Context: an optimization exercise on an open-source flow, tuned for small area. The choices shown serve that exercise and are no tape-out recipe. The RTL was checked by simulation tests, not by an equivalence proof against the original design.

## fir_filt
module fir_filt
#(
	parameter sig_width = 12,
	parameter reg_width = 32,
	parameter coef_width = 24,
	parameter coef_count = 8,
	localparam coef_id_w = $clog2(coef_count),
	parameter max_shift = 32,
	localparam max_shift_w = $clog2(max_shift)
)
(
	input rst,
	input flush,
	input clk,
	input [coef_id_w-1:0] addr,
	input [coef_width-1:0] coef,
	input coef_ready,
	output reg coef_done,
	output [coef_width-1:0] coef_r,
	input result_shift_ready,
	input [max_shift_w-1:0] result_shift_i,
	output reg result_shift_done,
	output reg [max_shift_w-1:0] result_shift,
	input conv_done,
	input [sig_width-1:0] adc_in_a,
	input [sig_width-1:0] adc_in_b,
	output [sig_width-1:0] filt_out_a,
	output [sig_width-1:0] filt_out_b,
	output reg filt_done
);
Settings: LEC_CHECK=0, CAP_MARGIN=20, CORE_MARGIN=2, CORE_UTILIZATION=55, SLEW_MARGIN=20; clock period 10.0 ns.
standard.sh (not shown) runs the stock make flow with config.mk's settings and CLKGATE_MAP_FILE= SYNTH_SCRIPT=/design/flow/synth_recipe.tcl, a recipe that flattens the netlist after the stock synthesis.
==> flow/flow/run.sh <==
#!/bin/bash
# The standard synthesis, then polarity.py drops inverters from its netlist
# (full adders and gates with a complemented twin change polarity), then the
# standard layout of that netlist.
set -euo pipefail
R=orfs/results/${FLOW_PLATFORM}/fir_filt/base
LIB=${FLOW_HOME}/platforms/${FLOW_PLATFORM}/lib/sky130_fd_sc_hd__tt_025C_1v80.lib
bash standard.sh synth > synth.log 2>&1
cp $R/1_2_yosys.v $R/1_2_yosys.standard.v
python3 flow/polarity.py $LIB $R/1_2_yosys.standard.v $R/1_2_yosys.v > polarity.log 2>&1
rm -f $R/1_synth.odb $R/1_synth.sdc
bash standard.sh > layout.log 2>&1
Other scripts of this flow, unchanged in this note and not shown: flow/flow/polarity.py
Edit:
--- a/flow/flow/run.sh
+++ b/flow/flow/run.sh
@@ -11,2 +11,2 @@
 rm -f $R/1_synth.odb $R/1_synth.sdc
-bash standard.sh > layout.log 2>&1
+bash standard.sh "BUFFER_PORTS_ARGS=-buffer_cell sky130_fd_sc_hd__buf_2" finish > layout.log 2>&1
--- a/flow/config.mk
+++ b/flow/config.mk
@@ -9,3 +9,4 @@
 export CORE_MARGIN = 2
-export CORE_UTILIZATION = 55
+export CORE_UTILIZATION = 60
+export CTS_BUF_LIST = sky130_fd_sc_hd__clkbuf_8
 export SLEW_MARGIN = 20
The changed run completed without violations. Synthesized cell count is unchanged. Non-clock buffer count drops by 17. Count of clock-buffer cells in the layout climbs by 27. Maximum frequency climbs by 1.2%. Clock skew climbs by 0.023 ns. Wire length drops by 5.6%.
Edit:
--- a/flow/config.mk
+++ b/flow/config.mk
@@ -9,4 +9,3 @@
 export CORE_MARGIN = 2
-export CORE_UTILIZATION = 60
-export CTS_BUF_LIST = sky130_fd_sc_hd__clkbuf_8
+export CORE_UTILIZATION = 55
 export SLEW_MARGIN = 20
Register-to-register slack got worse by 0.15 ns.
Final area goes down by 0.48%.
Maximum frequency is about the same.
Wire length rises by 2.9%.


## R
Another version of the RTL of fir_filt (not shown whole).
Size: about 3500 cells after synthesis, about 120 I/O pins, ~36000 µm² of cells after synthesis.
==> flow/config.mk <==
export PLATFORM = sky130hd
export DESIGN_NAME = fir_filt
export DESIGN_NICKNAME = fir_filt
export VERILOG_FILES = /design/flow/design.v
export SDC_FILE = /design/flow/constraint.sdc
export NUM_CORES = 4
export LEC_CHECK = 0
export CAP_MARGIN = 20
export CORE_MARGIN = 2
export CORE_UTILIZATION = 55
export GPL_TIMING_DRIVEN = 0
export SLEW_MARGIN = 20
==> flow/constraint.sdc <==
create_clock -name core_clock -period 10.0 [get_ports {clk}]
set_input_delay 2.0000 -clock core_clock [delete_from_list [all_inputs] [get_ports {clk}]]
set_output_delay 2.0000 -clock core_clock [all_outputs]
set_load 0.01 [all_outputs]
==> flow/flow/run.sh <==
#!/bin/bash
# The standard synthesis, then polarity.py drops inverters from its netlist
# (full adders and gates with a complemented twin change polarity), then the
# standard layout of that netlist.
set -euo pipefail
R=orfs/results/${FLOW_PLATFORM}/fir_filt/base
LIB=${FLOW_HOME}/platforms/${FLOW_PLATFORM}/lib/sky130_fd_sc_hd__tt_025C_1v80.lib
bash standard.sh synth > synth.log 2>&1
cp $R/1_2_yosys.v $R/1_2_yosys.standard.v
python3 flow/polarity.py $LIB $R/1_2_yosys.standard.v $R/1_2_yosys.v > polarity.log 2>&1
rm -f $R/1_synth.odb $R/1_synth.sdc
bash standard.sh "BUFFER_PORTS_ARGS=-buffer_cell sky130_fd_sc_hd__buf_2" finish > layout.log 2>&1
Other scripts of this flow, unchanged in this note and not shown: flow/flow/polarity.py
Complete run, failing final checks: R, reason setup timing.
The following lists how S was set up differently from R:
- GPL_TIMING_DRIVEN: 0 -> unset
--- outcome ---
The final layout from S, which completed every stage, passed the timing, design-rule and antenna checks at the end of the flow.
S ends up with lower area growth from synthesis to layout than R does.
Overall routed net length delta (S − R): favourable
NOTE via count R->S decreased by a few percent
Detail-routed net length per standard cell shrinks by more than 10% when moving from R to S.
Across both runs, design area was lower for S than for R.


## job 1092
fir_filt, a different RTL version from the one above (not shown whole).
Size: about 3,200 cells after synthesis.
Settings: LEC_CHECK=0, CAP_MARGIN=20, CORE_MARGIN=2, CORE_UTILIZATION=55, SLEW_MARGIN=20; clock period 10.0 ns.
Scripts as last shown in full above: flow/flow/run.sh
Other scripts of this flow, unchanged in this note and not shown: flow/flow/polarity.py
[inputs] job 4139 vs job 1092
# job 1092
export LEC_CHECK = 0
export CAP_MARGIN = 20
export CORE_MARGIN = 2
export CORE_UTILIZATION = 55
export SLEW_MARGIN = 20
create_clock -name core_clock -period 10.0 [get_ports {clk}]
# job 4139
export LEC_CHECK = 0
export ABC_AREA = 1
export CAP_MARGIN = 20
export CORE_MARGIN = 2
export CORE_UTILIZATION = 55
export SLEW_MARGIN = 20
create_clock -name core_clock -period 10.0 [get_ports {clk}]
--- outcome ---
- Number of hold buffers added after cts across job 4139 and job 1092: no real change.
- Sort job 4139 and job 1092 by number of antenna violations at the first check in global routing asc -> top: job 4139
- Taking job 1092 as the reference, in job 4139 die area went down by 680 µm²; via count of the first global-routing pass was more or less identical; slew of the pin with the lowest slew margin went up by 0.11 ns; synthesized cell count went up by 410.
- Area after synthesis, job 4139 and job 1092: smaller value in job 4139
- Job 4139 vs job 1092, most common cell after layout, fill and taps aside: nand2_1 vs fa_1
- Looking at horizontal die dimension, job 4139 sits 0.52% below job 1092.
Input changes introduced in job 2653 (baseline for comparison: job 4139):
# job 4139
export LEC_CHECK = 0
export ABC_AREA = 1
export CAP_MARGIN = 20
export CORE_MARGIN = 2
export CORE_UTILIZATION = 55
export SLEW_MARGIN = 20
create_clock -name core_clock -period 10.0 [get_ports {clk}]
# job 2653
export LEC_CHECK = 0
export ABC_AREA = 1
export CAP_MARGIN = 20
export CORE_MARGIN = 2
export CORE_UTILIZATION = 55
export CTS_CLUSTER_DIAMETER = 80
export CTS_CLUSTER_SIZE = 20
export SLEW_MARGIN = 20
create_clock -name core_clock -period 10.0 [get_ports {clk}]
==> comparison <==
Taking job 4139 as the reference, in job 2653 share of the final layout cell area in multi-input gates climbed 1.1 points, final setup TNS about even, largest driver fanout on the critical path picked up an extra 16, met2 routed wirelength fell by 1.1%.
The following lists how job 8010 was set up differently from job 2653:
# job 2653
export LEC_CHECK = 0
export ABC_AREA = 1
export CAP_MARGIN = 20
export CORE_MARGIN = 2
export CORE_UTILIZATION = 55
export CTS_CLUSTER_DIAMETER = 80
export CTS_CLUSTER_SIZE = 20
export SLEW_MARGIN = 20
create_clock -name core_clock -period 10.0 [get_ports {clk}]
# job 8010
export LEC_CHECK = 0
export CAP_MARGIN = 5
export CORE_MARGIN = 2
export CORE_UTILIZATION = 55
export SLEW_MARGIN = 5
create_clock -name core_clock -period 10.0 [get_ports {clk}]
Notes after the runs:
- On fraction of cell area in non-clock buffers: between job 2653 and job 8010, it ends up lower for job 2653.
- Relative to job 2653, the fmax of job 8010 is lower by 1.6 MHz.
- Comparing job 2653 and job 8010, area of all placed cells without fillers is higher on job 8010.
- Sort job 2653 and job 8010 by number of cells on the worst reg-to-reg path, descending, and job 2653 comes first.
Edits applied to the flow inputs when going from job 8010 to job 1934:
# job 8010
export LEC_CHECK = 0
export CAP_MARGIN = 5
export CORE_MARGIN = 2
export CORE_UTILIZATION = 55
export SLEW_MARGIN = 5
create_clock -name core_clock -period 10.0 [get_ports {clk}]
# job 1934
export LEC_CHECK = 0
export ABC_AREA = 1
export CAP_MARGIN = 20
export CORE_MARGIN = 2
export CORE_UTILIZATION = 68
export CTS_CLUSTER_DIAMETER = 90
export CTS_CLUSTER_SIZE = 24
export SLEW_MARGIN = 20
create_clock -name core_clock -period 10.0 [get_ports {clk}]
--- a/flow/flow/run.sh
+++ b/flow/flow/run.sh
@@ -11,2 +11,2 @@
 rm -f $R/1_synth.odb $R/1_synth.sdc
-bash standard.sh "BUFFER_PORTS_ARGS=-buffer_cell sky130_fd_sc_hd__buf_2" finish > layout.log 2>&1
+bash standard.sh "BUFFER_PORTS_ARGS=-buffer_cell sky130_fd_sc_hd__buf_1" finish > layout.log 2>&1
Results
- Global-route usage over all layers: job 8010 and job 1934 compared, higher one is job 1934
- Number of clock buffers in the layout in job 1934 is 33 lower than in job 8010
Edits applied to the flow inputs when going from job 1934 to job 7693:
# job 1934
export LEC_CHECK = 0
export ABC_AREA = 1
export CAP_MARGIN = 20
export CORE_MARGIN = 2
export CORE_UTILIZATION = 68
export CTS_CLUSTER_DIAMETER = 90
export CTS_CLUSTER_SIZE = 24
export SLEW_MARGIN = 20
create_clock -name core_clock -period 10.0 [get_ports {clk}]
# job 7693
export LEC_CHECK = 0
export ABC_AREA = 1
export CAP_MARGIN = 20
export CORE_MARGIN = 2
export CORE_UTILIZATION = 62
export CTS_CLUSTER_DIAMETER = 80
export CTS_CLUSTER_SIZE = 20
export SLEW_MARGIN = 20
create_clock -name core_clock -period 10.0 [get_ports {clk}]
--- a/flow/flow/run.sh
+++ b/flow/flow/run.sh
@@ -11,2 +11,2 @@
 rm -f $R/1_synth.odb $R/1_synth.sdc
-bash standard.sh "BUFFER_PORTS_ARGS=-buffer_cell sky130_fd_sc_hd__buf_1" finish > layout.log 2>&1
+bash standard.sh "BUFFER_PORTS_ARGS=-buffer_cell sky130_fd_sc_hd__buf_1" GPL_KEEP_OVERFLOW=0 finish > layout.log 2>&1
[summary]
- Diff job 1934 -> job 7693: post-layout worst setup margin shows an increase of 0.065 ns; share of the clock period used by the worst path after layout shows a reduction of 0.65 points; estimated wirelength of the detail-placed design shows a reduction of about 3.4%.
- Looking at critical path launch point, the csel[7] result is from job 1934; the csel[1] one comes from job 7693.


job 7421:
Starting RTL as in the previous note.
==> flow/design.v (excerpt) <==
module fir_filt
#(
	parameter sig_width = 12,
	parameter reg_width = 32,
	parameter coef_width = 24,
	parameter coef_count = 8,
	localparam coef_id_w = $clog2(coef_count),
	parameter max_shift = 32,
	localparam max_shift_w = $clog2(max_shift)
)
(
	input rst,
	input flush,
	input clk,
	input [coef_id_w-1:0] addr,
	input [coef_width-1:0] coef,
	input coef_ready,
	output reg coef_done,
	output [coef_width-1:0] coef_r,
	input result_shift_ready,
	input [max_shift_w-1:0] result_shift_i,
	output reg result_shift_done,
	output reg [max_shift_w-1:0] result_shift,
	input conv_done,
	input [sig_width-1:0] adc_in_a,
	input [sig_width-1:0] adc_in_b,
	output [sig_width-1:0] filt_out_a,
	output [sig_width-1:0] filt_out_b,
	output reg filt_done
);
	integer i;
	reg cc_r;
	always @(posedge clk) cc_r <= conv_done;
	wire take = conv_done & ~cc_r & ~flush & ~rst;	 
	wire clr = rst | flush;
	reg [coef_width-1:0] coeffs [0:coef_count-1];
	wire [coef_width-1:0] wdata = rst ? 0 : coef;
	always @(posedge clk) begin
		for (i = 0; i < coef_count; i = i + 1)
			if (rst | (coef_ready & (addr == i)))
				coeffs[i] <= (i == 0) ? {wdata[coef_width-1:1], wdata[0] | rst} : wdata;
		coef_done <= ~rst & coef_ready;
	end
	reg [coef_count-1:0] addr_oh;
	always @(posedge clk)
		for (i = 0; i < coef_count; i = i + 1)
			addr_oh[i] <= (addr == i);
	reg [coef_width-1:0] coef_rd;
	always @(*) begin
		coef_rd = 0;
		for (i = 0; i < coef_count; i = i + 1)
			coef_rd = coef_rd | ({coef_width{addr_oh[i]}} & coeffs[i]);
	end
	assign coef_r = coef_rd;
	always @(posedge clk) begin
		if (rst | result_shift_ready)
			result_shift <= rst ? 0 : result_shift_i;
		result_shift_done <= ~rst & result_shift_ready;
	end
	reg [2:0] cnt, ha;
	reg [3:0] nv;
  ...
clock: 10.0 ns
lec_check: 0
abc_area: 1
cap_margin: 20
core_margin: 2
core_utilization: 62
cts_cluster_diameter: 80
cts_cluster_size: 20
place_density: 0.72
slew_margin: 20
==> flow/flow/run.sh <==
#!/bin/bash
# The standard synthesis, then polarity.py drops inverters from its netlist
# (full adders, half adders and gates change polarity), then the standard
# layout of that netlist, with buf_1 cells as the port buffers.
set -euo pipefail
R=orfs/results/${FLOW_PLATFORM}/fir_filt/base
LIB=${FLOW_HOME}/platforms/${FLOW_PLATFORM}/lib/sky130_fd_sc_hd__tt_025C_1v80.lib
bash standard.sh synth > synth.log 2>&1
cp $R/1_2_yosys.v $R/1_2_yosys.standard.v
python3 flow/polarity.py $LIB $R/1_2_yosys.standard.v $R/1_2_yosys.v > polarity.log 2>&1
rm -f $R/1_synth.odb $R/1_synth.sdc
bash standard.sh "BUFFER_PORTS_ARGS=-buffer_cell sky130_fd_sc_hd__buf_1" finish > layout.log 2>&1
Other scripts of this flow, unchanged in this note and not shown: flow/flow/polarity.py
Inputs modified between job 7421 and job 7533:
Settings: changing CTS_CLUSTER_SIZE from 20 to 24; changing CORE_UTILIZATION from 62 to 68; changing CTS_CLUSTER_DIAMETER from 80 to 90; removing PLACE_DENSITY (formerly 0.72).
Findings:
In the metrics for job 7421 and job 7533, the one carrying the lower minimum clock period after layout is job 7421.
The fraction of area in registers on job 7533 is in line with that on job 7421.
Job 7421 ended up with met4 as its uppermost layer routed; job 7533 ended up with met5.
Relative to job 7421, peak per-stage delay on the critical path has decreased by 50 ps in job 7533.
Comparing job 7421 and job 7533, share of layout cells above drive strength 1 is higher on job 7533.
Count of filler cells inserted in the layout: job 7421 and job 7533 compared, lower one is job 7533
Summary of job 7533 over job 7421: setup slack on the worst flop-to-flop path decreased by 100 ps relative to the old numbers, core utilization went up.
[inputs] job 4951 vs job 7533
Settings: a change of CTS_CLUSTER_DIAMETER from 90 to 80; a change of CTS_CLUSTER_SIZE from 24 to 20; a change of CORE_UTILIZATION from 68 to 62.
Notes after the runs:
Job 4951: non-clock buffer count is about 3.7% lower than what job 7533 reported.
Across both runs, minimum clock period was lower for job 4951 than for job 7533.
Reported for job 7533 and job 4951, mapped cell area turned out identical to the last digit.
In job 4951 relative to job 7533, count of vias placed by the detailed router had gone down by a few percent.


## the previous run
fir_filt with an RTL version that a note above also has.
Size: about 3900 cells after synthesis, about 38000 µm² of cells after synthesis.
export LEC_CHECK = 0
export CAP_MARGIN = 20
export CORE_MARGIN = 2
export CORE_UTILIZATION = 65
export CTS_CLUSTER_DIAMETER = 100
export CTS_CLUSTER_SIZE = 30
export SLEW_MARGIN = 20
create_clock -name core_clock -period 10.0 [get_ports {clk}]
run.sh (not shown) runs the stock make flow with config.mk's settings and CLKGATE_MAP_FILE= SYNTH_SCRIPT=/design/flow/synth_recipe.tcl, a recipe that flattens the netlist after the stock synthesis.
Stock flow here: none of the scripts above is used.
The previous run ran in full, but the layout does not pass; the checks complain about setup timing.
The inputs of the current run differ from those of the previous run as listed below.
- CORE_UTILIZATION: 65 -> 40
- CTS_CLUSTER_DIAMETER: 100 -> unset
- CTS_CLUSTER_SIZE: 30 -> unset
- Diff the previous run -> the current run | total placed instance area | up slightly
- Compared with the previous run, in the current run number of iterations in the first detailed-routing pass fell 3; via count fell 4.0%.
- Highest cell delay on the worst timing path ends up higher on the previous run.
- No stage failed in the current run, and the final checks on the layout all came back clean.
- On number of antenna cells inserted, the lower figure sits with the current run, not the previous run.
- When the current run is measured against the previous run, its post-detailed-routing wire length turns out about 5% lower.
- Compared with the previous run, the current run shows a lower wire length on met3.
- Compared with the previous run, the current run shows routing usage on met1 lower by 18 points.
- Looking at the current run and the previous run, the worst path required time is a wash.

-- separate check: timing with driven ports --
The flow's constraints put no driver on any port. The routed layouts listed below were extracted and timed again, unchanged, in two steps.
Step 1: set_driving_cell puts a clkbuf_16 on clk and a buf_2 on each other input, an assumption about the parent block.
Step 2, shift: input delay + t, output delay - t, t = (earliest + latest rising clock arrival at the registers) / 2. This alone moves slack from input paths to output paths.
Slacks: ideal ports / drivers / drivers and shift; pairs: ideal ports / drivers.
run | t (ns) | setup WS [ns] | cell pins on the clock port's net
the first run of note 1 | 0.701 | 0.079 / 0.012 / 0.713 | 1
the second run of note 1 | 0.747 | 0.199 / 0.139 / 0.886 | 1
the third run of note 1 | 0.688 | 0.225 / 0.159 / 0.846 | 1
R | 0.699 | -0.047 / -0.114 / 0.585 | 1
S | 0.669 | 0.192 / 0.125 / 0.794 | 1
job 1092 | 0.680 | 0.216 / 0.150 / 0.831 | 1
job 4139 | 0.673 | 0.357 / 0.291 / 0.964 | 1
job 2653 | 0.650 | 0.365 / 0.302 / 0.952 | 1
job 8010 | 0.680 | 0.216 / 0.150 / 0.831 | 1
job 1934 | 0.698 | 0.239 / 0.174 / 0.872 | 1
job 7693 | 0.690 | 0.304 / 0.239 / 0.929 | 1
job 7421 | 0.639 | 0.359 / 0.294 / 0.934 | 1
job 7533 | 0.683 | 0.194 / 0.132 / 0.816 | 1
job 4951 | 0.649 | 0.334 / 0.274 / 0.924 | 1
the previous run | 0.665 | -0.202 / -0.266 / 0.399 | 1
the current run | 0.696 | 0.068 / -0.001 / 0.695 | 1
